This is an optimization exercise on Yosys and OpenROAD, whose aim is small area and a short achievable clock period, not a production implementation.
Function was checked by simulation only, so behaviour that the tests miss may differ from the original.
Power is estimated from default activity; no workload was simulated.

Design saw2sin, start of the top module:
module saw2sin
( input  wire        i_clk
, input  wire [15:0] i_saw
, output logic [15:0] o_sin
);
Size in the first run: about 490 cells after synthesis, roughly 16 flip-flops, about 3500 um2 of cells after synthesis.
==> flow/config.mk <==
export PLATFORM = sky130hd
export DESIGN_NAME = saw2sin
export DESIGN_NICKNAME = saw2sin
export VERILOG_FILES = /design/flow/design.v
export SDC_FILE = /design/flow/constraint.sdc
export NUM_CORES = 4
export LEC_CHECK = 0
export ABC_AREA = 1
export CAP_MARGIN = 20
export CORE_MARGIN = 2
export CORE_UTILIZATION = 40
export CTS_BUF_LIST = sky130_fd_sc_hd__clkbuf_4
export CTS_CLUSTER_DIAMETER = 300
export CTS_CLUSTER_SIZE = 50
export PLACE_DENSITY = 0.75
export SLEW_MARGIN = 20
export SYNTH_HIERARCHICAL = 1
==> flow/constraint.sdc <==
create_clock -name core_clock -period 70.0 [get_ports {i_clk}]
set_input_delay 14.0000 -clock core_clock [delete_from_list [all_inputs] [get_ports {i_clk}]]
set_output_delay 14.0000 -clock core_clock [all_outputs]
set_load 0.01 [all_outputs]
standard.sh (not shown) runs the stock make flow with config.mk's settings and CLKGATE_MAP_FILE= SYNTH_SCRIPT=/design/flow/synth_recipe.tcl, a recipe that flattens the netlist after the stock synthesis.
==> flow/flow/run.sh <==
#!/bin/bash
# Own flow: the standard layout (standard.sh) with two changes.
#  1. Synthesis: ABC maps the combinational logic with flow/abc_area.script
#     (area-first mapping, then buffering and sizing) instead of ORFS's
#     abc_area.script.  It runs from a private copy of the ORFS scripts in
#     which only that file differs; synth_recipe.tcl (-nofsm -noshare,
#     flatten, rename) and everything else is the standard synthesis.
#  2. Layout: the port buffers that global placement inserts on every input
#     and output are sky130_fd_sc_hd__buf_1 cells, and ORFS's repair_timing
#     steps aim for 49.7 ns of setup slack (SETUP_SLACK_MARGIN) instead of 0,
#     so they size up the few gates on the slowest paths.  The clock period
#     and the SDC constraints are the design's, unchanged.
# Each tool's full output goes to synth.log / layout.log here (and ORFS's own
# per-step logs under orfs/logs/).
set -euo pipefail
rm -rf scripts_abc
cp -r "$FLOW_HOME/scripts" scripts_abc
cp flow/abc_area.script scripts_abc/abc_area.script
bash standard.sh SCRIPTS_DIR="$PWD/scripts_abc" synth > synth.log 2>&1
bash standard.sh SETUP_SLACK_MARGIN=49.7 "BUFFER_PORTS_ARGS=-buffer_cell sky130_fd_sc_hd__buf_1" finish > layout.log 2>&1
==> flow/flow/abc_area.script <==
strash
dch
map -a
topo
stime -c
buffer -c
upsize -c
dnsize -c
The baseline went through all stages and came out clean.
Then changed:
- PLACE_DENSITY: 0.75 -> unset
Effect: Final area is lower slightly; global-route usage stays flat; utilization is lower by 0.42 points.
Then changed:
- CTS_BUF_LIST: sky130_fd_sc_hd__clkbuf_4 -> unset
- CTS_CLUSTER_DIAMETER: 300 -> unset
- CTS_CLUSTER_SIZE: 50 -> unset
=> The new run produced a clean layout. Core utilization went up by 0.25 points. Via count rises by 1.2%. Global-route usage barely changes. Critical path depth is unchanged. Total power climbs by 0.99%. Sequential cell count stays the same. Non-clock buffer count does not change.
Then changed:
- CORE_UTILIZATION: 40 -> 50
- CTS_BUF_LIST: unset -> sky130_fd_sc_hd__clkbuf_4
- CTS_CLUSTER_DIAMETER: unset -> 300
- CTS_CLUSTER_SIZE: unset -> 50
Outcome: Worst setup slack improved by 0.062 ns. Non-clock buffer count does not change. Clock-buffer cell count does not change. Die area decreases by about a fifth. Combinational power barely changes. Flip-flop and latch count is unchanged. Core utilization climbs by 12 points. Total power barely changes. Final area goes down slightly.
Then changed:
--- a/flow/flow/run.sh
+++ b/flow/flow/run.sh
@@ -8,5 +8,5 @@
 #  2. Layout: the port buffers that global placement inserts on every input
 #     and output are sky130_fd_sc_hd__buf_1 cells, and ORFS's repair_timing
-#     steps aim for 49.7 ns of setup slack (SETUP_SLACK_MARGIN) instead of 0,
+#     steps aim for 49.85 ns of setup slack (SETUP_SLACK_MARGIN) instead of 0,
 #     so they size up the few gates on the slowest paths.  The clock period
 #     and the SDC constraints are the design's, unchanged.
@@ -18,3 +18,3 @@
 cp flow/abc_area.script scripts_abc/abc_area.script
 bash standard.sh SCRIPTS_DIR="$PWD/scripts_abc" synth > synth.log 2>&1
-bash standard.sh SETUP_SLACK_MARGIN=49.7 "BUFFER_PORTS_ARGS=-buffer_cell sky130_fd_sc_hd__buf_1" finish > layout.log 2>&1
+bash standard.sh SETUP_SLACK_MARGIN=49.85 "BUFFER_PORTS_ARGS=-buffer_cell sky130_fd_sc_hd__buf_1" finish > layout.log 2>&1
- CORE_UTILIZATION: 50 -> 40
- CTS_BUF_LIST: sky130_fd_sc_hd__clkbuf_4 -> unset
- CTS_CLUSTER_DIAMETER: 300 -> unset
- CTS_CLUSTER_SIZE: 50 -> unset
After rerunning: Total power stays flat; core utilization came out lower by 11 points; sequential cell count stays the same; combinational power hardly moves; wire length came out lower by 1.1%; cell area came out higher by about 1.3%; cell count came out higher by about 2.3%.

static timing again, ports no longer ideal:
The flow's constraints put no driver on any port. The routed layouts listed below were extracted and timed again, unchanged, in two steps.
Step 1 (the two cells are an assumption about what drives the block):
set clk [get_ports {i_clk}]
set_driving_cell -lib_cell sky130_fd_sc_hd__clkbuf_16 $clk
set_driving_cell -lib_cell sky130_fd_sc_hd__buf_2 [delete_from_list [all_inputs] $clk]
Step 2 also shifts input and output timing later by t, the mid clock arrival at the registers, as if the neighbouring blocks saw the same clock.
a / b / c = ideal / step 1 / step 2; a / b = the first two.
| run | t, ns | setup slack, ns | latest minus earliest clock arrival (ns) |
|---|---|---|---|
| the first run | 0.292 | 49.970 / 49.971 / 49.679 | 0.005 / 0.005 |
| the second run | 0.290 | 50.046 / 50.044 / 49.754 | 0.006 / 0.006 |
| the third run | 0.260 | 50.102 / 50.102 / 49.843 | 0.003 / 0.003 |
| the fourth run | 0.310 | 50.163 / 50.164 / 49.854 | 0.003 / 0.003 |
| the fifth run | 0.260 | 50.189 / 50.189 / 49.930 | 0.003 / 0.003 |
After both steps every run listed still meets setup and hold. For the fourth run, which loses most, drivers alone change the setup slack by +0.001 ns; drivers and shift together by -0.309 ns.
